This design comes from an exercise in tuning for small area, a short achievable clock period and few clock cycles per item on the open sky130 flow, not from production work.
RTL that was checked went through simulation tests only; none was proved equivalent to the original.
Only the layout flow was run in runs 1 and 2; the RTL was not checked for function there.
Power is estimated from default activity; no workload was simulated.

===== design.v =====
module mult8(clk, nRST, c_ALL, m_busy, a_data, b_data, mult_out, m_finish);
input clk;
input nRST;
input c_ALL;
input m_busy;
input [7:0] a_data;
input [7:0] b_data;
output m_finish;
reg m_finish;
output [15:0] mult_out;
wire pp_0_0;
wire pp_0_1;
wire pp_0_2;
wire pp_0_3;
wire pp_0_4;
wire pp_0_5;
wire pp_0_6;
wire pp_0_7;
wire pp_1_0;
wire pp_1_1;
wire pp_1_2;
wire pp_1_3;
wire pp_1_4;
wire pp_1_5;
wire pp_1_6;
wire pp_1_7;
wire pp_2_0;
wire pp_2_1;
wire pp_2_2;
wire pp_2_3;
wire pp_2_4;
wire pp_2_5;
wire pp_2_6;
wire pp_2_7;
wire pp_3_0;
wire pp_3_1;
wire pp_3_2;
wire pp_3_3;
wire pp_3_4;
wire pp_3_5;
wire pp_3_6;
wire pp_3_7;
wire pp_4_0;
wire pp_4_1;
wire pp_4_2;
wire pp_4_3;
wire pp_4_4;
wire pp_4_5;
wire pp_4_6;
wire pp_4_7;
wire pp_5_0;
wire pp_5_1;
wire pp_5_2;
wire pp_5_3;
wire pp_5_4;
wire pp_5_5;
wire pp_5_6;
wire pp_5_7;
wire pp_6_0;
wire pp_6_1;
wire pp_6_2;
wire pp_6_3;
wire pp_6_4;
wire pp_6_5;
wire pp_6_6;
wire pp_6_7;
wire pp_7_0;
wire pp_7_1;
wire pp_7_2;
wire pp_7_3;
wire pp_7_4;
wire pp_7_5;
wire pp_7_6;
wire pp_7_7;
wire s1;
wire c2;
wire s3;
wire c4;
wire s5;
wire c6;
wire s7;
wire c8;
wire s9;
wire c10;
wire s11;
wire c12;
wire s13;
wire c14;
wire s15;
wire c16;
wire s17;
wire c18;
wire s19;
wire c20;
wire s21;
wire c22;
wire s23;
wire c24;
wire s25;
wire c26;
wire s27;
wire c28;
wire s29;
wire c30;
wire s31;
wire c32;
wire s33;
wire c34;
wire s35;
wire c36;
wire s37;
wire c38;
wire s39;
wire c40;
wire s41;
wire c42;
wire s43;
wire c44;
wire s45;
wire c46;
wire s47;
wire c48;
wire s49;
wire c50;
wire s51;
wire c52;
wire s53;
wire c54;
wire s55;
wire c56;
wire s57;
wire c58;
wire s59;
wire c60;
wire s61;
wire c62;
wire s63;
wire c64;
wire s65;
wire c66;
wire s67;
wire c68;
wire s69;
wire c70;
wire s71;
wire c72;
wire s73;
wire c74;
wire s75;
wire c76;
wire s77;
wire c78;
wire s79;
wire c80;
wire s81;
wire c82;
wire s83;
wire c84;
wire [15:0] row_a, row_b;
assign pp_0_0 = a_data[0] & b_data[0];
assign pp_0_1 = a_data[0] & b_data[1];
assign pp_0_2 = a_data[0] & b_data[2];
assign pp_0_3 = a_data[0] & b_data[3];
assign pp_0_4 = a_data[0] & b_data[4];
assign pp_0_5 = a_data[0] & b_data[5];
assign pp_0_6 = a_data[0] & b_data[6];
assign pp_0_7 = ~(a_data[0] & b_data[7]);
assign pp_1_0 = a_data[1] & b_data[0];
assign pp_1_1 = a_data[1] & b_data[1];
assign pp_1_2 = a_data[1] & b_data[2];
assign pp_1_3 = a_data[1] & b_data[3];
assign pp_1_4 = a_data[1] & b_data[4];
assign pp_1_5 = a_data[1] & b_data[5];
assign pp_1_6 = a_data[1] & b_data[6];
assign pp_1_7 = ~(a_data[1] & b_data[7]);
assign pp_2_0 = a_data[2] & b_data[0];
assign pp_2_1 = a_data[2] & b_data[1];
assign pp_2_2 = a_data[2] & b_data[2];
assign pp_2_3 = a_data[2] & b_data[3];
assign pp_2_4 = a_data[2] & b_data[4];
assign pp_2_5 = a_data[2] & b_data[5];
assign pp_2_6 = a_data[2] & b_data[6];
assign pp_2_7 = ~(a_data[2] & b_data[7]);
assign pp_3_0 = a_data[3] & b_data[0];
assign pp_3_1 = a_data[3] & b_data[1];
assign pp_3_2 = a_data[3] & b_data[2];
assign pp_3_3 = a_data[3] & b_data[3];
assign pp_3_4 = a_data[3] & b_data[4];
assign pp_3_5 = a_data[3] & b_data[5];
assign pp_3_6 = a_data[3] & b_data[6];
assign pp_3_7 = ~(a_data[3] & b_data[7]);
assign pp_4_0 = a_data[4] & b_data[0];
assign pp_4_1 = a_data[4] & b_data[1];
assign pp_4_2 = a_data[4] & b_data[2];
assign pp_4_3 = a_data[4] & b_data[3];
assign pp_4_4 = a_data[4] & b_data[4];
assign pp_4_5 = a_data[4] & b_data[5];
assign pp_4_6 = a_data[4] & b_data[6];
assign pp_4_7 = ~(a_data[4] & b_data[7]);
assign pp_5_0 = a_data[5] & b_data[0];
assign pp_5_1 = a_data[5] & b_data[1];
assign pp_5_2 = a_data[5] & b_data[2];
assign pp_5_3 = a_data[5] & b_data[3];
assign pp_5_4 = a_data[5] & b_data[4];
assign pp_5_5 = a_data[5] & b_data[5];
assign pp_5_6 = a_data[5] & b_data[6];
assign pp_5_7 = ~(a_data[5] & b_data[7]);
assign pp_6_0 = a_data[6] & b_data[0];
assign pp_6_1 = a_data[6] & b_data[1];
assign pp_6_2 = a_data[6] & b_data[2];
assign pp_6_3 = a_data[6] & b_data[3];
assign pp_6_4 = a_data[6] & b_data[4];
assign pp_6_5 = a_data[6] & b_data[5];
assign pp_6_6 = a_data[6] & b_data[6];
assign pp_6_7 = ~(a_data[6] & b_data[7]);
assign pp_7_0 = ~(a_data[7] & b_data[0]);
assign pp_7_1 = ~(a_data[7] & b_data[1]);
assign pp_7_2 = ~(a_data[7] & b_data[2]);
assign pp_7_3 = ~(a_data[7] & b_data[3]);
assign pp_7_4 = ~(a_data[7] & b_data[4]);
assign pp_7_5 = ~(a_data[7] & b_data[5]);
assign pp_7_6 = ~(a_data[7] & b_data[6]);
assign pp_7_7 = a_data[7] & b_data[7];
assign s1 = pp_0_6 ^ pp_1_5;
assign c2 = pp_0_6 & pp_1_5;
assign s3 = pp_0_7 ^ pp_1_6 ^ pp_2_5;
assign c4 = (pp_0_7 & pp_1_6) | (pp_2_5 & (pp_0_7 ^ pp_1_6));
assign s5 = pp_3_4 ^ pp_4_3;
assign c6 = pp_3_4 & pp_4_3;
assign s7 = pp_1_7 ^ pp_2_6 ^ pp_3_5;
assign c8 = (pp_1_7 & pp_2_6) | (pp_3_5 & (pp_1_7 ^ pp_2_6));
assign s9 = pp_4_4 ^ pp_5_3 ^ pp_6_2;
assign c10 = (pp_4_4 & pp_5_3) | (pp_6_2 & (pp_4_4 ^ pp_5_3));
assign s11 = pp_2_7 ^ pp_3_6 ^ pp_4_5;
assign c12 = (pp_2_7 & pp_3_6) | (pp_4_5 & (pp_2_7 ^ pp_3_6));
assign s13 = pp_0_4 ^ pp_1_3;
assign c14 = pp_0_4 & pp_1_3;
assign s15 = pp_0_5 ^ pp_1_4 ^ pp_2_3;
assign c16 = (pp_0_5 & pp_1_4) | (pp_2_3 & (pp_0_5 ^ pp_1_4));
assign s17 = pp_3_2 ^ pp_4_1;
assign c18 = pp_3_2 & pp_4_1;
assign s19 = s1 ^ pp_2_4 ^ pp_3_3;
assign c20 = (s1 & pp_2_4) | (pp_3_3 & (s1 ^ pp_2_4));
assign s21 = pp_4_2 ^ pp_5_1 ^ pp_6_0;
assign c22 = (pp_4_2 & pp_5_1) | (pp_6_0 & (pp_4_2 ^ pp_5_1));
assign s23 = s3 ^ s5 ^ pp_5_2;
assign c24 = (s3 & s5) | (pp_5_2 & (s3 ^ s5));
assign s25 = pp_6_1 ^ pp_7_0 ^ c2;
assign c26 = (pp_6_1 & pp_7_0) | (c2 & (pp_6_1 ^ pp_7_0));
assign s27 = s7 ^ s9 ^ pp_7_1;
assign c28 = (s7 & s9) | (pp_7_1 & (s7 ^ s9));
assign s29 = 1'b1 ^ c4 ^ c6;
assign c30 = (1'b1 & c4) | (c6 & (1'b1 ^ c4));
assign s31 = s11 ^ pp_5_4 ^ pp_6_3;
assign c32 = (s11 & pp_5_4) | (pp_6_3 & (s11 ^ pp_5_4));
assign s33 = pp_7_2 ^ c8 ^ c10;
assign c34 = (pp_7_2 & c8) | (c10 & (pp_7_2 ^ c8));
assign s35 = pp_3_7 ^ pp_4_6 ^ pp_5_5;
assign c36 = (pp_3_7 & pp_4_6) | (pp_5_5 & (pp_3_7 ^ pp_4_6));
assign s37 = pp_6_4 ^ pp_7_3 ^ c12;
assign c38 = (pp_6_4 & pp_7_3) | (c12 & (pp_6_4 ^ pp_7_3));
assign s39 = pp_4_7 ^ pp_5_6 ^ pp_6_5;
assign c40 = (pp_4_7 & pp_5_6) | (pp_6_5 & (pp_4_7 ^ pp_5_6));
assign s41 = pp_0_3 ^ pp_1_2;
assign c42 = pp_0_3 & pp_1_2;
assign s43 = s13 ^ pp_2_2 ^ pp_3_1;
assign c44 = (s13 & pp_2_2) | (pp_3_1 & (s13 ^ pp_2_2));
assign s45 = s15 ^ s17 ^ pp_5_0;
assign c46 = (s15 & s17) | (pp_5_0 & (s15 ^ s17));
assign s47 = s19 ^ s21 ^ c16;
assign c48 = (s19 & s21) | (c16 & (s19 ^ s21));
assign s49 = s23 ^ s25 ^ c20;
assign c50 = (s23 & s25) | (c20 & (s23 ^ s25));
assign s51 = s27 ^ s29 ^ c24;
assign c52 = (s27 & s29) | (c24 & (s27 ^ s29));
assign s53 = s31 ^ s33 ^ c28;
assign c54 = (s31 & s33) | (c28 & (s31 ^ s33));
assign s55 = s35 ^ s37 ^ c32;
assign c56 = (s35 & s37) | (c32 & (s35 ^ s37));
assign s57 = s39 ^ pp_7_4 ^ c36;
assign c58 = (s39 & pp_7_4) | (c36 & (s39 ^ pp_7_4));
assign s59 = pp_5_7 ^ pp_6_6 ^ pp_7_5;
assign c60 = (pp_5_7 & pp_6_6) | (pp_7_5 & (pp_5_7 ^ pp_6_6));
assign s61 = pp_0_2 ^ pp_1_1;
assign c62 = pp_0_2 & pp_1_1;
assign s63 = s41 ^ pp_2_1 ^ pp_3_0;
assign c64 = (s41 & pp_2_1) | (pp_3_0 & (s41 ^ pp_2_1));
assign s65 = s43 ^ pp_4_0 ^ c42;
assign c66 = (s43 & pp_4_0) | (c42 & (s43 ^ pp_4_0));
assign s67 = s45 ^ c14 ^ c44;
assign c68 = (s45 & c14) | (c44 & (s45 ^ c14));
assign s69 = s47 ^ c18 ^ c46;
assign c70 = (s47 & c18) | (c46 & (s47 ^ c18));
assign s71 = s49 ^ c22 ^ c48;
assign c72 = (s49 & c22) | (c48 & (s49 ^ c22));
assign s73 = s51 ^ c26 ^ c50;
assign c74 = (s51 & c26) | (c50 & (s51 ^ c26));
assign s75 = s53 ^ c30 ^ c52;
assign c76 = (s53 & c30) | (c52 & (s53 ^ c30));
assign s77 = s55 ^ c34 ^ c54;
assign c78 = (s55 & c34) | (c54 & (s55 ^ c34));
assign s79 = s57 ^ c38 ^ c56;
assign c80 = (s57 & c38) | (c56 & (s57 ^ c38));
assign s81 = s59 ^ c40 ^ c58;
assign c82 = (s59 & c40) | (c58 & (s59 ^ c40));
assign s83 = pp_6_7 ^ pp_7_6 ^ c60;
assign c84 = (pp_6_7 & pp_7_6) | (c60 & (pp_6_7 ^ pp_7_6));
assign row_a = {1'b1, pp_7_7, s83, s81, s79, s77, s75, s73, s71, s69, s67, s65, s63, s61, pp_0_1, pp_0_0};
assign row_b = {1'b0, c84, c82, c80, c78, c76, c74, c72, c70, c68, c66, c64, c62, pp_2_0, pp_1_0, 1'b0};
wire [10:0] lo_sum;
assign lo_sum[0:0] = row_a[0:0];
assign lo_sum[10:1] = row_a[9:1] + row_b[9:1];
reg [9:0] lo_q;
reg lo_c;
reg [4:0] hi_a;
reg [4:0] hi_b;
always @(posedge clk or negedge nRST)
begin
    if(nRST == 1'b0)
        m_finish <= 1'b0;
    else if(c_ALL == 1'b1)
        m_finish <= 1'b0;
    else if(m_busy == 1'b0)
        m_finish <= 1'b1;
end
always @(posedge clk)
begin
    if(m_busy == 1'b0)
    begin
        lo_q <= lo_sum[9:0];
        lo_c <= lo_sum[10];
        hi_a <= {row_a[14], row_a[13], row_a[12], row_a[11], row_a[10]};
        hi_b <= {row_b[14], row_b[13], row_b[12], row_b[11], row_b[10]};
    end
end
assign mult_out[9:0] = lo_q;
assign mult_out[15:10] = {1'b1, hi_a[4], hi_a[3], hi_a[2], hi_a[1], hi_a[0]} + {1'b0, hi_b[4], hi_b[3], hi_b[2], hi_b[1], hi_b[0]} + lo_c;
endmodule

===== flow/run.sh =====
#!/bin/bash
# Own layout flow: the standard flow (standard.sh), with its synthesis
# script swapped for flow/synth.tcl, which sources the standard script
# synth_recipe.tcl but skips full-adder extraction and maps with flow/map.abc.
set -euo pipefail
work=$(pwd)
export MY_WORK_DIR=$work
export MY_FLOW_DIR=$work/flow
sed -e "s#SYNTH_SCRIPT=[^ ]*#SYNTH_SCRIPT=$work/flow/synth.tcl ADDER_MAP_FILE= BUFFER_PORTS_ARGS=\"-buffer_cell sky130_fd_sc_hd__buf_2\"#" standard.sh > own_standard.sh
bash own_standard.sh > own_flow.log 2>&1

===== flow/map.abc =====
strash
dch
map -D 2000
topo
stime -c
buffer -c
upsize -c -D 2000
dnsize -c -D 2000
stime -c

===== flow/synth.tcl =====
# Standard synthesis (synth_recipe.tcl, sourced unchanged) with two changes made
# from outside it: no full-adder extraction (ADDER_MAP_FILE is left empty on
# make's command line) and ABC mapped with a delay-driven script.
set my_abc_script $::env(MY_FLOW_DIR)/map.abc

proc abc {args} {
  set out {}
  set skip 0
  foreach a $args {
    if {$skip} { set skip 0; continue }
    if {$a eq "-script" || $a eq "-D"} { set skip 1; continue }
    lappend out $a
  }
  puts "abc override: -script $::my_abc_script"
  yosys abc -script $::my_abc_script {*}$out
}
source $::env(MY_WORK_DIR)/synth_recipe.tcl

===== standard.sh =====
#!/bin/bash
# synth_recipe.tcl (not shown) runs the flow's synth.tcl, then flattens the netlist and writes it again
# the make line also repeats each setting of config.mk as NAME=value (left out here)
make -C /OpenROAD-flow-scripts/flow DESIGN_CONFIG=/design/flow/config.mk WORK_HOME=/design/flow/orfs CLKGATE_MAP_FILE= SYNTH_SCRIPT=/design/flow/synth_recipe.tcl "${@:-finish}"

===== config.mk =====
export PLATFORM = sky130hd
export DESIGN_NAME = mult8
export DESIGN_NICKNAME = mult8
export VERILOG_FILES = /design/flow/design.v
export SDC_FILE = /design/flow/constraint.sdc
export NUM_CORES = 4
export LEC_CHECK = 0
export CAP_MARGIN = 20
export CORE_MARGIN = 2
export CORE_UTILIZATION = 40
export GPL_TIMING_DRIVEN = 0
export PLACE_DENSITY = 0.6
export SLEW_MARGIN = 20

===== constraint.sdc =====
create_clock -name core_clock -period 5.0 [get_ports {clk}]
set_input_delay 1.0000 -clock core_clock [delete_from_list [all_inputs] [get_ports {clk}]]
set_output_delay 1.0000 -clock core_clock [all_outputs]
set_load 0.01 [all_outputs]

==> results of run 1 <==
-- power breakdown --
group	internal (uW)	leakage (uW)	total, uW	switching, uW
Clock	70.1	0.0000288	125	54.9
Sequential	266	0.000218	283	16.2
Combinational	234	0.00127	575	342
-- final cells by class --
cell class | instances | area [sq um] | area share, %
plain buffers | 10 | 63.8 | 2.02
clock buffers | 4 | 55.1 | 1.74
inverters | 39 | 146 | 4.63
multi-input cells | 328 | 1980 | 62.8
flip-flops and latches | 22 | 656 | 20.7
well taps | 96 | 120 | 3.80
repair buffers | 27 | 135 | 4.28
-- metal layers --
metal | GRT usage, % | vias up | routed length, um
met5 | 0 | - | 0
met4 | 6.89 | 0 | 117
met3 | 1.21 | 8 | 313
met2 | 29.0 | 68 | 2860
met1 | 22.6 | 1183 | 3050
li1 | - | 1401 | -
-- cell families (layout without fill, tap and decap cells) --
family          after synthesis  in the layout  synth area share, %
compound gates               61             61                 15.1
xor+xnor                     44             44                 15.9
fa+ha+maj                     7              7                 2.46
simple gates                216            216                 36.2
buf+inv                      49             80                 7.37
flops                        22             22                 23.0
-- how the worst min path moves through the flow --
| stage | end | slack (ns) | cells past startpoint |
|---|---|---|---|
| finish | m_finish | 0.49 | 1 |
| detailed placement | m_finish | 0.48 | 2 |
| global placement | m_finish | 0.47 | 2 |
| CTS | m_finish | 0.49 | 1 |
| floorplan | m_finish | 0.54 | 2 |
| global route | m_finish | 0.48 | 1 |
-- state kept, by name, summed over array words and instances (netlist names) --
signal	cells
hi_a	5
lo_q	10
m_finish	1
hi_b	5
lo_c	1
-- placed cells by master, fill, tap and decap left out, types with 3 or more instances in the layout --
| cell | n |
|---|---|
| a21oi_1 | 10 |
| a22oi_1 | 3 |
| and2_1 | 8 |
| buf_2 | 30 |
| buf_4 | 6 |
| clkbuf_8 | 4 |
| edfxtp_1 | 21 |
| inv_1 | 29 |
| inv_2 | 10 |
| maj3_1 | 7 |
| nand2_1 | 105 |
| nand2_2 | 4 |
| nand3_1 | 29 |
| nand3_2 | 5 |
| nand3b_1 | 3 |
| nand4_1 | 13 |
| nor2_1 | 30 |
| nor3_1 | 6 |
| o211ai_1 | 5 |
| o21ai_0 | 12 |
| o21ai_1 | 8 |
| o21bai_1 | 4 |
| o22ai_1 | 4 |
| xnor2_1 | 8 |
| xnor2_2 | 3 |
| xor2_1 | 27 |
| xor2_2 | 6 |
-- critical path, delay by kind of cell --
kind	cells	cell delay (ns)
buffers and inverters	3	0.39
AO/OA/AOI/OAI	5	0.82
XOR/XNOR	2	0.38
AND/OR/NAND/NOR	8	0.83
-- synth_stat cells (2+ instances only) --
master      n
edfxtp_1   21
inv_1      29
buf_4       6
a21oi_1    10
o21ai_0    12
xnor2_1     8
nand2_2     4
a21oi_2     2
or2_2       2
buf_2       3
nand2_4     2
o21ai_1     8
nand2_1   105
nand3b_1    3
a21o_1      2
a22oi_1     3
nor3_2      2
nor3_1      6
o22ai_1     4
inv_2      10
o211ai_1    5
nand3_1    29
nor2_1     30
nand4_1    13
maj3_1      7
xor2_2      6
nor2_2      2
xnor2_2     3
o21bai_1    4
xor2_1     27
nand3_2     5
and2_1      8
-- through the flow --
stage | worst slack [ns] | hold slack, ns
floorplan | 1.73 | 0.535
global placement | 1.37 | 0.474
detailed placement | 1.33 | 0.483
CTS | 1.60 | 0.488
global route | 1.19 | 0.485
finish | 1.55 | 0.492
==> flow_summary_export.csv, run 1 <==
group,metric,value,unit
run_status,status,"timing/DRC/antenna clean",
cells_and_area,nNetsFinal,451,
logic_synthesis,synthCells,399,
route,wl_per_cell,12.1,um
route,wl,6340,um
die,core_area,0.00683,sq mm
timing,tightest_slew,0.797,ns
critical_path,critPathKind,"primary input to flop",
logic_synthesis,syn_area,0.00285,sq mm
placed_design,place_hpwl,5180,um
hold_path,hold_path.class,"primary input to asynchronous set/reset pin",
clock_network,clk_latency,0.26,ns
route,route.vias.total,2660,
timing,period_minus_slack,3.45,ns
clock_network,clk_pin_slew_worst_paths,0.08,ns
timing,setup_tns,0,ns
die,io_pins,37,
cells_and_area,antenna_cells,0,
power_and_ir_drop,pwr_density_cell,311,mW/mm^2
logic_synthesis,yosysWarnings,1,
timing,fmax,0.290,GHz
job,drv_cap,0,
cells_and_area,final_cells,526,
timing,final-setup-viol-count,0,
route,dr.pass1.iters,4,
logic_synthesis,synthTopCellsByArea,"edfxtp_1, nand2_1, xor2_1",
critical_path,cp_max_fo,10,
critical_path,crit_start,"b_data[6]",
die,dieHeight,88.4,um
clock_network,hold_buffers,0,
logic_synthesis,synth_top_flop_cell,"edfxtp_1",
critical_path,required,4.97,ns
critical_path,worstPathCellList,"buf_2 > inv_1 > o22ai_1 > a22oi_1 > nor3_1 > inv_1 > nand2_1 > nand2_1 > nand2_1 > xor2_2 > xor2_1 > o21ai_1 > nand2_1 > nand2_1 > a21oi_2 > nand2_1 > nand2_1 > o221ai_1",
cells_and_area,area_growth,10.9,%
cells_and_area,utilization,46.3,%
global_routing,grt_remaining_overflow,0,
timing,fin_skew,0,ns
critical_path,r2r_start,"m_finish",
critical_path,critPathMaxStageDelay,0.26,ns
clock_network,cts_resized,0,
clock_network,htree_levels,1,
logic_synthesis,synth_area_leader_cell,"edfxtp_1",
die,rows,30,
clock_network,cts_root_buf,"clkbuf_8",
global_routing,antenna_found_initial,0,
route,first_iter_violations,150,
placed_design,placed_cells,522,
placed_design,io_buffer_count,27,
timing,rsz0062_at_grt,"false",
logic_synthesis,synth.distinct_cells,50,
timing,finalCritPeriodShare,68.9,%
timing,drv_slew,0,
cells_and_area,fin_area,0.00316,sq mm
critical_path,cp_data_arrival_time,3.42,ns
global_routing,grt_pass1_wl,10600,um
critical_path,cpMostUsedCell,"nand2_1",
clock_network,cts_tree,"yes",
route,vias_per_cell,5.06,
critical_path,r2r_slack,4.37,ns
power_and_ir_drop,power,983,uW
critical_path,r2r_cells,2,
cells_and_area,n_fill_cell,733,
critical_path,cp-start-kind,"primary input",
global_routing,grt_usage,17.1,%
critical_path,cp-endpoint,"lo_c",
critical_path,critical_path.slowest_cell,"o22ai_1",
logic_synthesis,synth.top_cell.area_share,22.1,%
cells_and_area,layout-drive-gt1-share,20.7,%
logic_synthesis,synth_nets,419,
route,drc_errors,0,
power_and_ir_drop,p_leak,0.00151,uW
die,initial_utilization,41.7,%
clock_network,clock_path_buffers,2,
logic_synthesis,ys_ff_latch,22,
logic_synthesis,avgSynthCellArea,7.14,sq um
logic_synthesis,synth_edf_count,21,
global_routing,grt_pass1_vias,2417,
route,ant_nets,0,
placed_design,gp_congestion,0.942,
logic_synthesis,synth_seq_area_share,23.0,%
critical_path,rr_endpoint,"m_finish",
clock_network,numCtsBuffers,3,
die,die_width,88.4,um
power_and_ir_drop,vdd_drop_max,89.7,uV
timing,max_slew_margin,46.8,%
critical_path,crit_path_end_kind,"flop",
placed_design,dpl_cell_area,0.00311,sq mm
logic_synthesis,ys_async_sr_fraction,4.55,%
die,die_area,0.00782,sq mm
global_routing,grt_max_degree,23,
clock_network,clock_sinks,22,
timing,hold_viol,0,
clock_network,post-cts-setup-buffer-count,0,
==> run 2, diff against run 1 <==
--- a/design.v
+++ b/design.v
@@ -307,13 +307,13 @@
 assign c84 = (pp_6_7 & pp_7_6) | (c60 & (pp_6_7 ^ pp_7_6));
 assign row_a = {1'b1, pp_7_7, s83, s81, s79, s77, s75, s73, s71, s69, s67, s65, s63, s61, pp_0_1, pp_0_0};
 assign row_b = {1'b0, c84, c82, c80, c78, c76, c74, c72, c70, c68, c66, c64, c62, pp_2_0, pp_1_0, 1'b0};
-wire [10:0] lo_sum;
+wire [12:0] lo_sum;
 assign lo_sum[0:0] = row_a[0:0];
-assign lo_sum[10:1] = row_a[9:1] + row_b[9:1];
-reg [9:0] lo_q;
+assign lo_sum[12:1] = row_a[11:1] + row_b[11:1];
+reg [11:0] lo_q;
 reg lo_c;
-reg [4:0] hi_a;
-reg [4:0] hi_b;
+reg [2:0] hi_a;
+reg [2:0] hi_b;
 always @(posedge clk or negedge nRST)
 begin
     if(nRST == 1'b0)
@@ -327,12 +327,12 @@
 begin
     if(m_busy == 1'b0)
     begin
-        lo_q <= lo_sum[9:0];
-        lo_c <= lo_sum[10];
-        hi_a <= {row_a[14], row_a[13], row_a[12], row_a[11], row_a[10]};
-        hi_b <= {row_b[14], row_b[13], row_b[12], row_b[11], row_b[10]};
+        lo_q <= lo_sum[11:0];
+        lo_c <= lo_sum[12];
+        hi_a <= {row_a[14], row_a[13], row_a[12]};
+        hi_b <= {row_b[14], row_b[13], row_b[12]};
     end
 end
-assign mult_out[9:0] = lo_q;
-assign mult_out[15:10] = {1'b1, hi_a[4], hi_a[3], hi_a[2], hi_a[1], hi_a[0]} + {1'b0, hi_b[4], hi_b[3], hi_b[2], hi_b[1], hi_b[0]} + lo_c;
+assign mult_out[11:0] = lo_q;
+assign mult_out[15:12] = {1'b1, hi_a[2], hi_a[1], hi_a[0]} + {1'b0, hi_b[2], hi_b[1], hi_b[0]} + lo_c;
 endmodule
==> run 2 against run 1 <==
Against the previous run:
- clock power grew 36%
- via count grew 0.53%
- maximum frequency shrank 4.2%
- wire length grew 2.9%
- critical path depth is the same
- largest cell class unchanged
- count of clock-buffer cells in the layout shrank 1
- core utilization grew 0.35 points
- first-iteration DRC count shrank 31%
- final cell count grew 2.3%
==> flow_summary_export.csv, run 2 <==
group,metric,value,unit
cells_and_area,final_cell_mix,"nand2_1, buf_2, nor2_1",
route,wl,6530,um
die,core_area,0.00683,sq mm
placed_design,dpl_cell_area,0.00311,sq mm
die,die_width,88.2,um
logic_synthesis,avgSynthCellArea,6.97,sq um
cells_and_area,nNetsFinal,463,
clock_network,numCtsBuffers,3,
global_routing,grt_pass1_vias,2546,
logic_synthesis,synth_area_leader_cell,"edfxtp_1",
die,rows,30,
die,io_pins,37,
logic_synthesis,ys_ff_latch,20,
timing,fmax,0.278,GHz
timing,period_minus_slack,3.59,ns
power_and_ir_drop,p_comb_share,58.7,%
logic_synthesis,syn_area,0.00284,sq mm
global_routing,grt_max_degree,21,
power_and_ir_drop,cellInternalPower,609,uW
logic_synthesis,synth.distinct_cells,52,
clock_network,clk_latency,0.27,ns
timing,rsz0062_at_grt,"false",
placed_design,gp_congestion,0.944,
timing,fin_skew,0,ns
global_routing,antenna_found_initial,0,
logic_synthesis,yosysWarnings,1,
global_routing,grt_remaining_overflow,0,
die,die_area,0.00778,sq mm
cells_and_area,largest_register_ffs,12,
route,ant_nets,0,
power_and_ir_drop,vdd_drop_max,135,uV
clock_network,clock_sinks,20,
critical_path,required,5.02,ns
clock_network,hold_buffers,0,
cells_and_area,final-seq-area,596,sq um
route,wl_per_cell,12.1,um
hold_path,hold_path.class,"primary input to asynchronous set/reset pin",
clock_network,clock_path_buffers,2,
route,drc_errors,0,
global_routing,grt_pass1_wl,11200,um
power_and_ir_drop,p_clk_share,16.2,%
power_and_ir_drop,power,1050,uW
cells_and_area,multi_input_area,0.00202,sq mm
critical_path,cp_data_arrival_time,3.61,ns
critical_path,crit_path_end_kind,"flop",
logic_synthesis,synthTopCellsByCount,"nand2_1, nor2_1, inv_1, nand3_1, xor2_1",
clock_network,post-cts-setup-buffer-count,0,
critical_path,cp-start-kind,"primary input",
timing,finalCritPeriodShare,71.9,%
timing,tightest_slew,0.805,ns
clock_network,htree_levels,1,
timing,hold_ws,0.487,ns
clock_network,cts_root_buf,"clkbuf_8",
route,first_iter_violations,103,
power_and_ir_drop,p_switching,439,uW
route,route.vias.total,2674,
cells_and_area,fin_area,0.00318,sq mm
power_and_ir_drop,pwr_density_cell,329,mW/mm^2
route,dr.pass1.iters,4,
cells_and_area,mostFrequentLayoutCell,"nand2_1",
critical_path,cp_max_fo,10,
logic_synthesis,synth_nets,427,
cells_and_area,top_regs,"lo_q: 12 flops, hi_a: 3 flops, hi_b: 3 flops",
timing,final-setup-viol-count,0,
cells_and_area,area_growth,12.2,%
timing,max_slew_margin,46.2,%
logic_synthesis,synth_top_flop_cell,"edfxtp_1",
job,drv_cap,0,
timing,hold_viol,0,
logic_synthesis,synthTopCellsByArea,"edfxtp_1, nand2_1, xor2_1",
placed_design,io_buffer_count,31,
power_and_ir_drop,p_sw_share,41.9,%
cells_and_area,utilization,46.6,%
logic_synthesis,ys_async_sr_fraction,5.00,%
global_routing,grt_usage,17.8,%
die,dieHeight,88.2,um
run_status,status,"timing/DRC/antenna clean",
critical_path,critPathKind,"primary input to flop",
cells_and_area,largest_register,"lo_q",
placed_design,place_hpwl,5360,um
logic_synthesis,synth_seq_area_share,21.0,%
timing,setup_tns,0,ns
power_and_ir_drop,p_leak,0.00157,uW
cells_and_area,antenna_cells,0,
power_and_ir_drop,power_frac_seq,25.1,%
clock_network,cts_resized,0,
logic_synthesis,synthCells,407,
clock_network,clk_pin_slew_worst_paths,0.09,ns
logic_synthesis,synth_most_common_cell,"nand2_1",
logic_synthesis,synth.top_cell.area_share,20.1,%
cells_and_area,layout-drive-gt1-share,21.3,%
timing,drv_slew,0,
die,initial_utilization,41.5,%
logic_synthesis,synth_edf_count,19,
cells_and_area,n_fill_cell,748,
route,vias_per_cell,4.97,
clock_network,cts_tree,"yes",
run 2: changes by cell type after synthesis, sizes merged, moves of 3 or more:
cell / delta
a21oi: -3
inv: +3
nor2: +5
nor3: -4
o21ai: +6
or2: +3
xnor2: +4
xor2: -8
run 2: power groups by stage:
stage,Clock (uW),Combinational [uW],Sequential [uW]
after floorplan,0,466,287
after global placement,0,607,268
after detailed placement,0,617,268
after CTS,175,621,265
after global routing,181,702,269
final,170,615,264
run 2: path summary, 6_finish.rpt:
| path | to | startpoint | slack, ns | depth (start not counted) |
|---|---|---|---|---|
| setup / recovery | lo_c | a_data[1] | 1.41 | 18 |
| hold / removal | m_finish | nRST | 0.49 | 1 |
| setup reg to reg | m_finish | m_finish | 4.36 | 2 |
| hold reg to reg | m_finish | m_finish | 0.50 | 2 |
| max in group asynchronous | m_finish | nRST | 4.43 | 1 |
| min in group core_clock | m_finish | m_finish | 0.50 | 2 |
run 2: layout make-up:
type / instances / share of cell area [%]
flip-flops and latches: 20 / 18.7
clock buffers: 3 / 1.30
plain buffers: 9 / 1.89
well taps: 96 / 3.77
inverters: 43 / 5.07
multi-input cells: 335 / 63.5
repair buffers: 31 / 4.87
clock inverters: 1 / 0.943
run 2: layer usage:
| metal | global-route usage, % | vias up | part of all wire (%) |
|---|---|---|---|
| li1 | - | 1439 | - |
| met1 | 23.6 | 1184 | 46 |
| met2 | 31.1 | 49 | 48 |
| met3 | 2.24 | 2 | 4.7 |
| met4 | 3.58 | 0 | 0.54 |
| met5 | 0 | - | 0 |
run 2: worst max-delay path: stages:
cell and delay (ns):
buf_2 0.11, buf_4 0.17, nand4_1 0.21, a22oi_1 0.29, nor2_1 0.08, nand2_1 0.08
nand2_1 0.06, or2_1 0.24, nand2_1 0.10, xnor3_1 0.25, xnor2_1 0.20, nand2_1 0.14
a21oi_4 0.20, o21ai_1 0.12, nand3_1 0.14, nand2_1 0.09, nand2_1 0.07, o21ai_1 0.06
run 2: metrics by stage:
| stage | std cells | worst slack [ns] |
|---|---|---|
| after global placement | 534 | 1.14 |
| after detailed placement | 534 | 1.13 |
| after floorplan | 407 | 1.62 |
| after CTS | 538 | 1.39 |
| after global routing | 538 | 1.07 |
| final | 538 | 1.41 |
run 2: cells by family after synthesis:
family | Yosys count | synth area share (%)
AND/OR/NAND/NOR | 218 | 36.5
AO/OA/AOI/OAI | 70 | 18.5
flip-flops | 20 | 21.0
buffers and inverters | 52 | 7.80
XOR/XNOR | 42 | 14.5
adder cells (fa/ha/maj) | 5 | 1.76
==> run 3, diff against run 2 <==
--- a/design.v
+++ b/design.v
@@ -307,13 +307,13 @@
 assign c84 = (pp_6_7 & pp_7_6) | (c60 & (pp_6_7 ^ pp_7_6));
 assign row_a = {1'b1, pp_7_7, s83, s81, s79, s77, s75, s73, s71, s69, s67, s65, s63, s61, pp_0_1, pp_0_0};
 assign row_b = {1'b0, c84, c82, c80, c78, c76, c74, c72, c70, c68, c66, c64, c62, pp_2_0, pp_1_0, 1'b0};
-wire [12:0] lo_sum;
+wire [6:0] lo_sum;
 assign lo_sum[0:0] = row_a[0:0];
-assign lo_sum[12:1] = row_a[11:1] + row_b[11:1];
-reg [11:0] lo_q;
+assign lo_sum[6:1] = row_a[5:1] + row_b[5:1];
+reg [5:0] lo_q;
 reg lo_c;
-reg [2:0] hi_a;
-reg [2:0] hi_b;
+reg [8:0] hi_a;
+reg [8:0] hi_b;
 always @(posedge clk or negedge nRST)
 begin
     if(nRST == 1'b0)
@@ -327,12 +327,12 @@
 begin
     if(m_busy == 1'b0)
     begin
-        lo_q <= lo_sum[11:0];
-        lo_c <= lo_sum[12];
-        hi_a <= {row_a[14], row_a[13], row_a[12]};
-        hi_b <= {row_b[14], row_b[13], row_b[12]};
+        lo_q <= lo_sum[5:0];
+        lo_c <= lo_sum[6];
+        hi_a <= {row_a[14], row_a[13], row_a[12], row_a[11], row_a[10], row_a[9], row_a[8], row_a[7], row_a[6]};
+        hi_b <= {row_b[14], row_b[13], row_b[12], row_b[11], row_b[10], row_b[9], row_b[8], row_b[7], row_b[6]};
     end
 end
-assign mult_out[11:0] = lo_q;
-assign mult_out[15:12] = {1'b1, hi_a[2], hi_a[1], hi_a[0]} + {1'b0, hi_b[2], hi_b[1], hi_b[0]} + lo_c;
+assign mult_out[5:0] = lo_q;
+assign mult_out[15:6] = {1'b1, hi_a[8], hi_a[7], hi_a[6], hi_a[5], hi_a[4], hi_a[3], hi_a[2], hi_a[1], hi_a[0]} + {1'b0, hi_b[8], hi_b[7], hi_b[6], hi_b[5], hi_b[4], hi_b[3], hi_b[2], hi_b[1], hi_b[0]} + lo_c;
 endmodule
==> run 3 against run 2 <==
Against the previous run:
- still clean on timing, DRC and antenna
- clock power rose by 6%
- critical path depth is 8 lower
- first-iteration DRC count increased by 3.9%
- largest cell class unchanged
==> flow_summary_export.csv, run 3 <==
group,metric,value,unit
clock_network,clock_path_buffers,2,
timing,setup_tns,0,ns
cells_and_area,mostFrequentLayoutCell,"nand2_1",
logic_synthesis,yosysWarnings,1,
placed_design,gp_congestion,0.907,
timing,rsz0062_at_grt,"false",
route,route.vias.total,2550,
clock_network,post-cts-setup-buffer-count,0,
placed_design,place_ws,1.62,ns
clock_network,htree_levels,1,
die,io_pins,37,
logic_synthesis,synth.top_cell.area_share,28.2,%
global_routing,grt_max_degree,27,
placed_design,place_hpwl,4900,um
cells_and_area,antenna_cells,0,
global_routing,antenna_found_initial,0,
route,vias_per_cell,5.11,
global_routing,grt_remaining_overflow,0,
global_routing,grt_usage,17.7,%
critical_path,cp-start-kind,"flop",
timing,finalCritPeriodShare,72.8,%
logic_synthesis,avgSynthCellArea,6.84,sq um
timing,final-setup-viol-count,0,
die,die_area,0.00732,sq mm
cells_and_area,area_growth,11.8,%
job,drv_cap,0,
die,rows,29,
critical_path,critPathKind,"flop to primary output",
clock_network,cts_root_buf,"clkbuf_8",
timing,fin_skew,0,ns
route,first_iter_violations,107,
timing,tightest_slew,1.00,ns
hold_path,hold_path.class,"primary input to asynchronous set/reset pin",
route,drc_errors,0,
clock_network,hold_buffers,0,
critical_path,cp_data_arrival_time,2.64,ns
logic_synthesis,synthTopCellsByArea,"edfxtp_1, nand2_1, xor2_1",
logic_synthesis,synth_edf_count,25,
die,initial_utilization,41.7,%
logic_synthesis,synthCells,389,
die,core_area,0.00639,sq mm
logic_synthesis,synthTopCellsByCount,"nand2_1, nor2_1, inv_1, xor2_1, nand3_1",
critical_path,required,4.00,ns
logic_synthesis,synth_most_common_cell,"nand2_1",
timing,fmax,0.275,GHz
clock_network,cts_tree,"yes",
route,dr.pass1.iters,5,
timing,hold_ws,0.470,ns
power_and_ir_drop,vdd_drop_max,163,uV
critical_path,cpMostUsedCell,"a21oi_1",
placed_design,io_buffer_count,29,
timing,max_slew_margin,33.2,%
logic_synthesis,synth_nets,409,
route,wl_per_cell,12.5,um
critical_path,worst-path-buf-inv,1,
critical_path,critPathMaxStageDelay,0.42,ns
cells_and_area,top_regs,"hi_a: 9 flops, hi_b: 9 flops, lo_q: 6 flops",
timing,finalWorstSetupSlack,1.36,ns
clock_network,clk_pin_slew_worst_paths,0.10,ns
die,dieHeight,85.6,um
timing,drv_slew,0,
critical_path,worstPathCellList,"maj3_1 > a21oi_1 > o21ai_0 > a21oi_1 > a21oi_1 > nor2_1 > nor2_1 > a311oi_1 > xnor2_1 > buf_2",
clock_network,clock_sinks,26,
logic_synthesis,ys_async_sr_fraction,3.85,%
critical_path,crit_path_end_kind,"primary output",
power_and_ir_drop,p_leak,0.00145,uW
clock_network,cts_resized,0,
logic_synthesis,synth_seq_area_share,29.2,%
timing,period_minus_slack,3.64,ns
critical_path,critical_path.slowest_cell,"edfxtp_1",
logic_synthesis,synth.distinct_cells,34,
global_routing,grt_pass1_wl,10600,um
cells_and_area,final_cell_mix,"nand2_1, nor2_1, inv_1",
cells_and_area,layout-drive-gt1-share,10.9,%
power_and_ir_drop,pwr_density_cell,333,mW/mm^2
logic_synthesis,ys_ff_latch,26,
clock_network,clk_latency,0.28,ns
route,wl,6240,um
cells_and_area,multi_input_area,0.00168,sq mm
timing,hold_viol,0,
global_routing,grt_pass1_vias,2284,
clock_network,numCtsBuffers,3,
logic_synthesis,synth_area_leader_cell,"edfxtp_1",
logic_synthesis,synth_top_flop_cell,"edfxtp_1",
die,die_width,85.6,um
critical_path,crit_family,"compound AO/OA/AOI/OAI gates",
critical_path,cp_max_fo,3,
logic_synthesis,syn_area,0.00266,sq mm
cells_and_area,n_fill_cell,697,
cells_and_area,final-seq-area,776,sq um
cells_and_area,nNetsFinal,443,
run_status,status,"timing/DRC/antenna clean",
route,ant_nets,0,
==> run 3: cells by family (layout without fill, tap and decap cells) <==
logic type / count (synthesis) / after routing / share of synthesized area (%)
AO/OA/AOI/OAI: 61 / 61 / 14.1
XOR/XNOR: 44 / 44 / 14.5
adder cells (fa/ha/maj): 5 / 5 / 1.88
buffers and inverters: 52 / 85 / 7.85
flip-flops: 26 / 26 / 29.2
AND/OR/NAND/NOR: 201 / 201 / 32.5
==> run 3: final timing paths <==
kind,slack [ns],startpoint,endpoint,depth (start not counted)
min in group core_clock,0.51,m_finish,m_finish,2
hold reg to reg,0.51,m_finish,m_finish,2
max in group asynchronous,4.45,nRST,m_finish,1
setup / recovery,1.36,lo_c,mult_out[14],10
setup reg to reg,4.36,m_finish,m_finish,2
hold / removal,0.47,nRST,m_finish,1
==> run 3: metrics by stage <==
| step | util [%] | instances | power (uW) | instance area, sq um |
|---|---|---|---|---|
| CTS | 46.6 | 499 | 996 | 2970 |
| detailed placement | 45.4 | 495 | 817 | 2900 |
| finish | 46.6 | 499 | 990 | 2970 |
| floorplan | - | 389 | 687 | 2660 |
| global placement | 45.4 | 495 | 808 | 2900 |
| global route | 46.6 | 499 | 1070 | 2970 |
==> run 3: metal layers <==
| layer | track usage, % | share of wire [%] |
|---|---|---|
| met5 | 0 | 0 |
| met4 | 5.92 | 1.0 |
| met2 | 27.6 | 44 |
| met3 | 1.54 | 4.1 |
| met1 | 25.7 | 51 |
==> run 3: cell type report <==
type | count | share of cell area, %
buffer | 7 | 1.35
clock buffer | 3 | 1.39
clock inverter | 1 | 1.01
inverter | 45 | 5.68
multi-input combinational | 311 | 56.4
sequential | 26 | 26.1
tap | 77 | 3.24
timing repair buffer | 29 | 4.88
==> run 3: report_power, final <==
part / internal, uW / total [uW] / switching, uW
Clock: 107 / 181 / 74.2
Sequential: 302 / 320 / 18.3
Combinational: 200 / 489 / 288
Testbench counts of run 3, summed over its fixed seeds: cycles 3,200, items 3,200.
==> run 4, diff against run 3 <==
==> flow/map_out.abc (new file) <==
strash
dch
map -D 600
topo
stime -c
buffer -c
upsize -c -D 600
dnsize -c -D 600
stime -c
==> flow/synth.tcl (replaced) <==
# Standard synthesis (synth_recipe.tcl, sourced unchanged) with two changes made
# from outside it: no full-adder extraction (ADDER_MAP_FILE is left empty on
# make's command line) and ABC technology mapping with delay-driven scripts:
# flow/map_out.abc for the logic between the registers and the outputs, then
# flow/map.abc for the rest.
proc abc {args} {
  set out {}
  set skip 0
  foreach a $args {
    if {$skip} { set skip 0; continue }
    if {$a eq "-script" || $a eq "-D"} { set skip 1; continue }
    lappend out $a
  }
  set dir $::env(MY_FLOW_DIR)
  if {[file exists $dir/map_out.abc]} {
    yosys select -set outcone o:* %ci*:-sky130_fd_sc_hd__edfxtp_1:-sky130_fd_sc_hd__dfrtp_1:-sky130_fd_sc_hd__dfxtp_1 t:\$_* %i
    puts "abc override: output cone with $dir/map_out.abc"
    yosys abc -script $dir/map_out.abc {*}$out @outcone
  }
  puts "abc override: rest with $dir/map.abc"
  yosys abc -script $dir/map.abc {*}$out
}
source $::env(MY_WORK_DIR)/synth_recipe.tcl
==> run 4 against run 3 <==
Against the previous run:
- wire length is 3.7% higher
- critical endpoint is now hi_a[3]
- maximum frequency is 16% higher
- combinational power is 24% higher
- sequential power is 2% higher
- worst setup slack better by 0.50 ns
- clock power is 26% lower
==> flow_summary_export.csv, run 4 <==
group,metric,value,unit
placed_design,io_buffer_count,31,
global_routing,grt_usage,17.0,%
placed_design,place_hpwl,5360,um
timing,max_slew_margin,36.8,%
power_and_ir_drop,p_clk_share,12.6,%
timing,period_minus_slack,3.15,ns
clock_network,post-cts-setup-buffer-count,0,
die,io_pins,37,
timing,fin_skew,0,ns
timing,finalCritPeriodShare,62.9,%
route,drc_errors,0,
power_and_ir_drop,p_comb_share,56.8,%
cells_and_area,n_fill_cell,789,
route,route.vias.total,2763,
critical_path,cp_max_fo,8,
power_and_ir_drop,p_sw_share,42.3,%
cells_and_area,nNetsFinal,483,
critical_path,rr_endpoint,"m_finish",
critical_path,cp_data_arrival_time,3.17,ns
die,dieHeight,89.1,um
die,die_area,0.00794,sq mm
clock_network,hold_buffers,0,
logic_synthesis,avgSynthCellArea,6.79,sq um
cells_and_area,area_growth,11.5,%
cells_and_area,top_regs,"hi_a: 9 flops, hi_b: 9 flops, lo_q: 6 flops",
logic_synthesis,synth_top_flop_cell,"edfxtp_1",
clock_network,clk_latency,0.26,ns
critical_path,r2r_start,"m_finish",
global_routing,grt_pass1_wl,10900,um
die,initial_utilization,40.6,%
logic_synthesis,synth.top_cell.area_share,25.9,%
placed_design,place_ws,1.54,ns
placed_design,gp_congestion,0.933,
cells_and_area,utilization,45.3,%
power_and_ir_drop,cellInternalPower,613,uW
critical_path,worstPathCellList,"clkbuf_1 > inv_1 > o21ai_0 > nand4_1 > and2_1 > o21bai_1 > a22o_1 > nand2_1 > nand3_1 > and2_1 > xor2_1 > xor2_1",
logic_synthesis,synth_seq_area_share,26.8,%
global_routing,grt_pass1_vias,2456,
critical_path,critPathMaxStageDelay,0.32,ns
critical_path,critPathKind,"primary input to flop",
die,core_area,0.00714,sq mm
timing,finalWorstSetupSlack,1.85,ns
route,ant_nets,0,
cells_and_area,final_cell_mix,"nand2_1, inv_1, nor2_1",
logic_synthesis,synth_nets,447,
die,rows,31,
route,dr.pass1.iters,4,
critical_path,worst-path-buf-inv,2,
timing,hold_viol,0,
critical_path,required,5.02,ns
logic_synthesis,synth.distinct_cells,43,
critical_path,r2r_slack,4.36,ns
logic_synthesis,synth_most_common_cell,"nand2_1",
clock_network,cts_tree,"yes",
clock_network,htree_levels,1,
logic_synthesis,synthCells,427,
global_routing,grt_remaining_overflow,0,
timing,setup_tns,0,ns
critical_path,critical_path.slowest_cell,"clkbuf_1",
timing,rsz0062_at_grt,"false",
clock_network,clock_path_buffers,2,
clock_network,cts_resized,0,
clock_network,numCtsBuffers,3,
timing,fmax,0.318,GHz
timing,tightest_slew,0.947,ns
hold_path,hold_path.class,"primary input to asynchronous set/reset pin",
critical_path,crit_path_end_kind,"flop",
route,wl_per_cell,11.5,um
timing,drv_slew,0,
power_and_ir_drop,p_leak,0.00156,uW
clock_network,clock_sinks,26,
clock_network,clk_pin_slew_worst_paths,0.09,ns
logic_synthesis,ys_ff_latch,26,
power_and_ir_drop,power_frac_seq,30.6,%
run_status,status,"timing/DRC/antenna clean",
cells_and_area,layout-drive-gt1-share,14.5,%
global_routing,antenna_found_initial,0,
critical_path,crit_family,"compound AO/OA/AOI/OAI gates",
timing,final-setup-viol-count,0,
logic_synthesis,synth_area_leader_cell,"edfxtp_1",
route,wl,6470,um
logic_synthesis,ys_async_sr_fraction,3.85,%
critical_path,path_depth,12,
route,first_iter_violations,116,
logic_synthesis,syn_area,0.00290,sq mm
critical_path,cp-start-kind,"primary input",
power_and_ir_drop,pwr_density_cell,329,mW/mm^2
cells_and_area,mostFrequentLayoutCell,"nand2_1",
power_and_ir_drop,p_switching,449,uW
cells_and_area,antenna_cells,0,
logic_synthesis,yosysWarnings,1,
logic_synthesis,synthTopCellsByCount,"nand2_1, inv_1, nor2_1, nand3_1, o21ai_0",
job,drv_cap,0,
critical_path,r2r_cells,2,
global_routing,grt_max_degree,27,
logic_synthesis,synth_edf_count,25,
logic_synthesis,synthTopCellsByArea,"edfxtp_1, nand2_1, xor2_1",
route,vias_per_cell,4.93,
clock_network,cts_root_buf,"clkbuf_8",
die,die_width,89.1,um
power_and_ir_drop,vdd_drop_max,108,uV
run 4: cell types whose count changed in the layout (fill, tap and decap cells not counted), moves of 3 or more:
cell,delta
nand2_1,+15
xor2_1,-8
nand2_2,+7
o21ai_0,+5
nor2_2,+4
inv_1,+3
inv_2,+3
xnor2_1,+3
run 4: kinds of logic after synthesis:
kind of cell             after synthesis  synth area share, %
buffers and inverters                 56                 7.38
XOR/XNOR                              39                 11.8
adder cells (fa/ha/maj)                4                 1.38
flip-flops                            26                 26.8
AO/OA/AOI/OAI                         70                 16.2
AND/OR/NAND/NOR                      232                 36.5
run 4: metrics by stage:
stage               instances  hold slack [ns]  total power (uW)  instance area (sq um)
floorplan                 427            0.535               795                   2900
global placement          557            0.474               929                   3180
detailed placement        557            0.484               937                   3180
CTS                       561            0.481              1070                   3230
global route              561            0.477              1160                   3230
finish                    561            0.490              1060                   3230
run 4: routing by layer:
layer / global-route usage, % / vias to the layer above / routed length (um)
met5: 0 / - / 0
met4: 4.75 / 0 / 85
met3: 0.831 / 8 / 269
met2: 27.9 / 64 / 2800
met1: 24.4 / 1200 / 3320
li1: - / 1491 / -
run 4: cell type report:
cell class | instances | area [sq um] | share of cell area (%)
plain buffers | 5 | 22.5 | 0.697
clock buffers | 4 | 55.1 | 1.70
inverters | 51 | 191 | 5.92
multi-input cells | 345 | 1910 | 59.0
flip-flops and latches | 26 | 776 | 24.0
well taps | 99 | 124 | 3.83
repair buffers | 31 | 155 | 4.80
run 4: worst max path at each step:
stage,slack (ns),startpoint,end
floorplan,1.97,a_data[4],hi_a[3]
global placement,1.54,a_data[4],hi_a[3]
detailed placement,1.54,a_data[4],hi_a[3]
CTS,1.83,a_data[4],hi_a[3]
global route,1.61,a_data[4],hi_b[4]
finish,1.85,a_data[4],hi_a[3]
run 4: power groups by stage:
stage | Clock (uW) | Combinational, uW | Sequential [uW]
3_5_place_dp | 0 | 607 | 330
6_report | 134 | 604 | 325
4_1_cts | 139 | 608 | 325
5_1_grt | 146 | 685 | 332
3_3_place_gp | 0 | 600 | 329
2_1_floorplan | 0 | 464 | 331
==> run 5, diff against run 4 <==
==> flow/map_out.abc (replaced) <==
strash
dch
map -D 900
topo
stime -c
buffer -c
upsize -c -D 900
dnsize -c -D 900
stime -c
==> run 5 against run 4 <==
Against the previous run:
- still clean on timing, DRC and antenna
- count of clock-buffer cells in the layout is the same
- final cell count shrank 8.6%
- power decreased by 2.2%
- synthesized cell count down 6.8%
- sequential share of layout area increased by 1.0 points
- critical path depth is the same
- die area down 3.5%
- clock skew unchanged
- maximum frequency decreased by 2.6%
- synthesized area shrank 3.7%
- core utilization is 0.62 points higher
- critical endpoint unchanged
==> flow_summary_export.csv, run 5 <==
group,metric,value,unit
timing,setup_tns,0,ns
critical_path,r2r_start,"m_finish",
global_routing,grt_max_degree,27,
job,drv_cap,0,
global_routing,grt_usage,16.9,%
logic_synthesis,syn_area,0.00279,sq mm
cells_and_area,antenna_cells,0,
placed_design,place_ws,1.50,ns
logic_synthesis,synthCells,398,
timing,finalWorstSetupSlack,1.77,ns
cells_and_area,final-seq-area,776,sq um
timing,period_minus_slack,3.23,ns
clock_network,clk_pin_slew_worst_paths,0.09,ns
clock_network,post-cts-setup-buffer-count,0,
clock_network,cts_tree,"yes",
cells_and_area,nNetsFinal,454,
route,wl,6230,um
power_and_ir_drop,p_switching,427,uW
route,ant_nets,0,
logic_synthesis,synth_area_leader_cell,"edfxtp_1",
critical_path,critical_path.slowest_cell,"clkbuf_1",
power_and_ir_drop,cellInternalPower,611,uW
critical_path,r2r_slack,4.36,ns
logic_synthesis,synthTopCellsByCount,"nand2_1, nor2_1, inv_1, xor2_1, nand3_1",
timing,final-setup-viol-count,0,
logic_synthesis,ys_async_sr_fraction,3.85,%
timing,fmax,0.310,GHz
logic_synthesis,synth_edf_count,25,
logic_synthesis,avgSynthCellArea,7.01,sq um
timing,max_slew_margin,38.8,%
critical_path,cp_max_fo,8,
power_and_ir_drop,p_leak,0.00148,uW
critical_path,critPathKind,"primary input to flop",
clock_network,cts_resized,0,
critical_path,critPathMaxStageDelay,0.36,ns
run_status,status,"timing/DRC/antenna clean",
critical_path,path_depth,12,
cells_and_area,top_regs,"hi_a: 9 flops, hi_b: 9 flops, lo_q: 6 flops",
cells_and_area,mostFrequentLayoutCell,"nand2_1",
clock_network,hold_buffers,0,
power_and_ir_drop,power_frac_seq,30.9,%
clock_network,numCtsBuffers,3,
die,die_area,0.00766,sq mm
timing,rsz0062_at_grt,"false",
die,die_width,87.5,um
global_routing,antenna_found_initial,0,
timing,fin_skew,0,ns
critical_path,worstPathCellList,"clkbuf_1 > inv_1 > o21ai_0 > nand4_1 > and2_1 > o21bai_1 > a22o_1 > nand2_1 > nand3_1 > and2_1 > xor2_1 > xor2_1",
route,drc_errors,0,
clock_network,clock_path_buffers,2,
power_and_ir_drop,p_clk_share,13.0,%
critical_path,cp_data_arrival_time,3.25,ns
placed_design,place_hpwl,5150,um
critical_path,cp-start-kind,"primary input",
cells_and_area,layout-drive-gt1-share,13.9,%
global_routing,grt_pass1_vias,2268,
power_and_ir_drop,pwr_density_cell,335,mW/mm^2
placed_design,io_buffer_count,31,
logic_synthesis,yosysWarnings,1,
critical_path,crit_path_end_kind,"flop",
logic_synthesis,synth_most_common_cell,"nand2_1",
cells_and_area,multi_input_area,0.00183,sq mm
logic_synthesis,synth_seq_area_share,27.8,%
critical_path,required,5.02,ns
hold_path,hold_path.class,"primary input to asynchronous set/reset pin",
critical_path,worst-path-buf-inv,2,
critical_path,crit_family,"compound AO/OA/AOI/OAI gates",
critical_path,r2r_cells,2,
cells_and_area,final_cell_mix,"nand2_1, nor2_1, inv_1",
logic_synthesis,synth.top_cell.area_share,26.9,%
timing,tightest_slew,0.918,ns
placed_design,gp_congestion,0.950,
logic_synthesis,synth_top_flop_cell,"edfxtp_1",
power_and_ir_drop,p_sw_share,41.1,%
route,first_iter_violations,163,
clock_network,htree_levels,1,
die,initial_utilization,41.3,%
clock_network,clk_latency,0.27,ns
global_routing,grt_remaining_overflow,0,
global_routing,grt_pass1_wl,10400,um
route,vias_per_cell,5.07,
die,io_pins,37,
timing,finalCritPeriodShare,64.6,%
critical_path,rr_endpoint,"m_finish",
route,route.vias.total,2599,
die,dieHeight,87.5,um
logic_synthesis,synthTopCellsByArea,"edfxtp_1, nand2_1, xor2_1",
die,rows,30,
logic_synthesis,synth.distinct_cells,42,
route,dr.pass1.iters,4,
logic_synthesis,ys_ff_latch,26,
timing,drv_slew,0,
cells_and_area,area_growth,11.1,%
power_and_ir_drop,p_comb_share,56.2,%
clock_network,cts_root_buf,"clkbuf_8",
power_and_ir_drop,power,1040,uW
cells_and_area,n_fill_cell,721,
power_and_ir_drop,vdd_drop_max,118,uV
timing,hold_viol,0,
route,wl_per_cell,12.1,um
logic_synthesis,synth_nets,418,
clock_network,clock_sinks,26,
die,core_area,0.00676,sq mm
==> run 5: changes by cell type after synthesis, sizes merged, moves of 2 or more <==
cell / previous run / this run
nand3: 30 / 26
a21oi: 10 / 12
o221ai: 0 / 2
o2bb2ai: 2 / 0
xor2: 24 / 28
and2: 7 / 9
inv: 51 / 43
o21ai: 31 / 27
nand2: 116 / 96
==> run 5: worst max-delay path by stage <==
| stage | from | end |
|---|---|---|
| floorplan | a_data[4] | hi_a[3] |
| CTS | a_data[4] | hi_a[3] |
| finish | a_data[4] | hi_a[3] |
| global route | a_data[4] | hi_b[4] |
| detailed placement | a_data[4] | hi_a[3] |
| global placement | a_data[4] | hi_a[3] |
==> run 5: layer usage <==
metal | share of wire [%] | GRT usage (%)
met3 | 4.2 | 1.04
met4 | 0.93 | 3.92
met5 | 0 | 0
met2 | 44 | 27.0
met1 | 51 | 25.2
==> run 5: area by class of cell <==
class,instances,share of cell area [%]
plain buffers,5,0.726
inverters,43,5.20
multi-input cells,324,59.1
flip-flops and latches,26,25.0
repair buffers,31,5.00
well taps,80,3.23
clock buffers,4,1.77
==> run 5: cell families (layout without fill, tap and decap cells) <==
kind of cell	Yosys count	count (layout)	synth area share, %
flops	26	26	27.8
xor+xnor	44	44	13.8
compound gates	68	68	16.2
buf+inv	48	83	6.59
simple gates	208	208	34.2
fa+ha+maj	4	4	1.43
==> run 5: stage by stage <==
stage | utilization [%] | cell area (sq um) | hold slack, ns | cells
final | 45.9 | 3100 | 0.483 | 513
after floorplan | - | 2790 | 0.535 | 398
after global placement | 45.1 | 3050 | 0.474 | 509
after global routing | 45.9 | 3100 | 0.470 | 513
after detailed placement | 45.1 | 3050 | 0.495 | 509
after CTS | 45.9 | 3100 | 0.478 | 513
==> run 5: power groups by stage <==
| stage | Sequential (uW) | Clock (uW) | Combinational, uW |
|---|---|---|---|
| detailed placement | 326 | 0 | 590 |
| floorplan | 327 | 0 | 446 |
| finish | 321 | 135 | 583 |
| global route | 327 | 145 | 654 |
| global placement | 325 | 0 | 582 |
| CTS | 321 | 138 | 591 |
==> run 6, diff against run 5 <==
--- a/config.mk
+++ b/config.mk
@@ -10,4 +10,5 @@
 export CORE_UTILIZATION = 40
 export GPL_TIMING_DRIVEN = 0
 export PLACE_DENSITY = 0.6
+export SETUP_SLACK_MARGIN = 2.0
 export SLEW_MARGIN = 20
==> run 6 against run 5 <==
Against the previous run:
- largest cell class unchanged
- still clean on timing, DRC and antenna
- die area unchanged
- sequential power about the same
- count of clock-buffer cells in the layout unchanged
==> flow_summary_export.csv, run 6 <==
group,metric,value,unit
run_status,status,"timing/DRC/antenna clean",
clock_network,clock_path_buffers,2,
cells_and_area,layout-drive-gt1-share,21.8,%
power_and_ir_drop,p_leak,0.00155,uW
timing,period_minus_slack,2.89,ns
critical_path,worst-path-buf-inv,3,
route,route.vias.total,2689,
timing,finalCritPeriodShare,57.9,%
clock_network,htree_levels,1,
clock_network,clk_pin_slew_worst_paths,0.09,ns
critical_path,cp_data_arrival_time,2.92,ns
clock_network,numCtsBuffers,3,
logic_synthesis,synthTopCellsByCount,"nand2_1, nor2_1, inv_1, xor2_1, nand3_1",
logic_synthesis,ys_async_sr_fraction,3.85,%
timing,final-setup-viol-count,0,
route,dr.pass1.iters,4,
global_routing,grt_max_degree,27,
global_routing,grt_pass1_wl,10800,um
critical_path,required,5.03,ns
cells_and_area,final_cell_mix,"nand2_1, nor2_1, inv_1",
global_routing,grt_pass1_vias,2317,
critical_path,cp-start-kind,"primary input",
clock_network,clk_latency,0.27,ns
route,first_iter_violations,128,
die,rows,30,
critical_path,critPathKind,"primary input to flop",
placed_design,io_buffer_count,31,
timing,setup_tns,0,ns
timing,rsz0062_at_grt,"true",
route,drc_errors,0,
power_and_ir_drop,pwr_density_cell,326,mW/mm^2
critical_path,crit_path_end_kind,"flop",
job,drv_cap,0,
timing,fin_skew,0,ns
power_and_ir_drop,vdd_drop_max,108,uV
logic_synthesis,synth_most_common_cell,"nand2_1",
global_routing,grt_remaining_overflow,0,
cells_and_area,nNetsFinal,462,
route,wl_per_cell,12.5,um
route,wl,6510,um
logic_synthesis,yosysWarnings,1,
cells_and_area,n_fill_cell,702,
logic_synthesis,synth_edf_count,25,
placed_design,gp_congestion,0.949,
die,io_pins,37,
clock_network,clock_sinks,26,
logic_synthesis,synth.top_cell.area_share,26.9,%
hold_path,hold_path.class,"primary input to asynchronous set/reset pin",
cells_and_area,top_regs,"hi_a: 9 flops, hi_b: 9 flops, lo_q: 6 flops",
logic_synthesis,synth_area_leader_cell,"edfxtp_1",
die,die_area,0.00766,sq mm
logic_synthesis,synthTopCellsByArea,"edfxtp_1, nand2_1, xor2_1",
placed_design,place_hpwl,5250,um
timing,max_slew_margin,37.2,%
clock_network,cts_root_buf,"clkbuf_8",
global_routing,antenna_found_initial,0,
cells_and_area,area_growth,17.7,%
logic_synthesis,ys_ff_latch,26,
logic_synthesis,syn_area,0.00279,sq mm
logic_synthesis,synth_top_flop_cell,"edfxtp_1",
timing,fmax,0.346,GHz
die,dieHeight,87.5,um
cells_and_area,mostFrequentLayoutCell,"nand2_1",
logic_synthesis,synth.distinct_cells,42,
clock_network,cts_tree,"yes",
timing,hold_viol,0,
critical_path,critPathMaxStageDelay,0.25,ns
timing,hold_ws,0.483,ns
global_routing,grt_usage,17.6,%
critical_path,critical_path.slowest_cell,"a22o_1",
die,initial_utilization,41.3,%
critical_path,worstPathCellList,"buf_4 > inv_4 > o21bai_1 > nand4_1 > buf_4 > nand4_1 > nand3_1 > a22o_1 > nand2_1 > nand3_1 > and2_1 > xor2_2 > xor2_1",
timing,tightest_slew,0.941,ns
die,core_area,0.00676,sq mm
die,die_width,87.5,um
logic_synthesis,avgSynthCellArea,7.01,sq um
critical_path,cp_max_fo,10,
logic_synthesis,synth_nets,418,
critical_path,crit_family,"simple AND/OR/NAND/NOR gates",
route,vias_per_cell,5.16,
timing,drv_slew,0,
cells_and_area,antenna_cells,0,
route,ant_nets,0,
logic_synthesis,synth_seq_area_share,27.8,%
logic_synthesis,synthCells,398,
run 6: worst paths after layout:
kind,from,end,slack [ns],cells after the start
worst max-delay path,a_data[2],hi_a[3],2.11,13
worst min-delay path,nRST,m_finish,0.48,1
worst max register to register,m_finish,m_finish,4.37,2
worst min register to register,m_finish,m_finish,0.50,2
max in group asynchronous,nRST,m_finish,4.44,1
min in group core_clock,m_finish,m_finish,0.50,2
run 6: final cells by class:
| cell class | count | area, sq um | area share (%) |
|---|---|---|---|
| Inverter | 43 | 171 | 5.22 |
| Timing Repair Buffer | 39 | 231 | 7.04 |
| Clock buffer | 4 | 55.1 | 1.68 |
| Buffer | 5 | 30.0 | 0.914 |
| Sequential cell | 26 | 776 | 23.6 |
| Tap cell | 80 | 100 | 3.05 |
| Multi-Input combinational cell | 324 | 1920 | 58.5 |
run 6: logic make-up (layout without fill, tap and decap cells):
kind of cell / after synthesis / count (layout) / share of synthesized area [%]
flops: 26 / 26 / 27.8
xor+xnor: 44 / 44 / 13.8
fa+ha+maj: 4 / 4 / 1.43
compound gates: 68 / 68 / 16.2
buf+inv: 48 / 91 / 6.59
simple gates: 208 / 208 / 34.2
run 6: per-stage QoR:
| stage | instances | instance area [sq um] | utilization, % | total power, uW | worst slack [ns] |
|---|---|---|---|---|---|
| after global placement | 509 | 3050 | 45.1 | 907 | 1.72 |
| final | 521 | 3290 | 48.6 | 1070 | 2.11 |
| after global routing | 521 | 3290 | 48.6 | 1160 | 1.97 |
| after CTS | 513 | 3100 | 45.9 | 1050 | 2.01 |
| after detailed placement | 509 | 3050 | 45.1 | 916 | 1.72 |
| after floorplan | 398 | 2790 | - | 773 | 2.00 |
run 6: where the power goes:
group / switching [uW] / internal, uW / total (uW)
Clock: 64.8 / 70.4 / 135
Combinational: 356 / 259 / 615
Sequential: 19.2 / 302 / 321
Total: 440 / 631 / 1070
run 6: metal layers:
metal	GRT usage, %	part of all wire (%)	up-vias
li1	-	-	1421
met1	26.0	49	1211
met2	28.0	46	52
met3	1.23	3.5	5
met4	4.62	1.1	0
met5	0	0	-
run 6: timing repair:
action | in CTS | in global routing
hold buffers | 0 | 0
setup buffers | 0 | 8
resized for setup | 0 | 46
endpoints found under the setup margin | 0 | 12
hold endpoints to repair | 0 | 0

-- afterwards: timing with drivers on the ports --
The flow's constraints put no driver on any port. The routed layouts listed below were extracted and timed again, unchanged, in two steps.
Step 1: set_driving_cell puts a clkbuf_16 on clk and a buf_2 on each other input, an assumption about the parent block.
Step 2 also shifts input and output timing later by t, the mid clock arrival at the registers, as if the neighbouring blocks saw the same clock.
Slacks: no drivers / after step 1 / after step 2; pairs: no drivers / after step 1.
run | shift t [ns] | setup slack, ns | hold WS [ns] | pins driven straight from the clock port
run 1 | 0.287 | 1.555 / 1.561 / 1.273 | 0.492 / 0.495 / 0.495 | 1
run 2 | 0.293 | 1.405 / 1.415 / 1.121 | 0.487 / 0.477 / 0.503 | 1
run 3 | 0.307 | 1.358 / 1.330 / 1.637 | 0.470 / 0.465 / 0.508 | 1
run 4 | 0.295 | 1.855 / 1.860 / 1.565 | 0.490 / 0.480 / 0.498 | 1
run 5 | 0.293 | 1.770 / 1.773 / 1.480 | 0.483 / 0.479 / 0.508 | 1
run 6 | 0.297 | 2.107 / 2.110 / 1.813 | 0.483 / 0.477 / 0.499 | 1
After both steps every run listed still meets setup and hold. For run 6, which loses most, drivers alone change the setup slack by +0.003 ns; drivers and shift together by -0.294 ns.
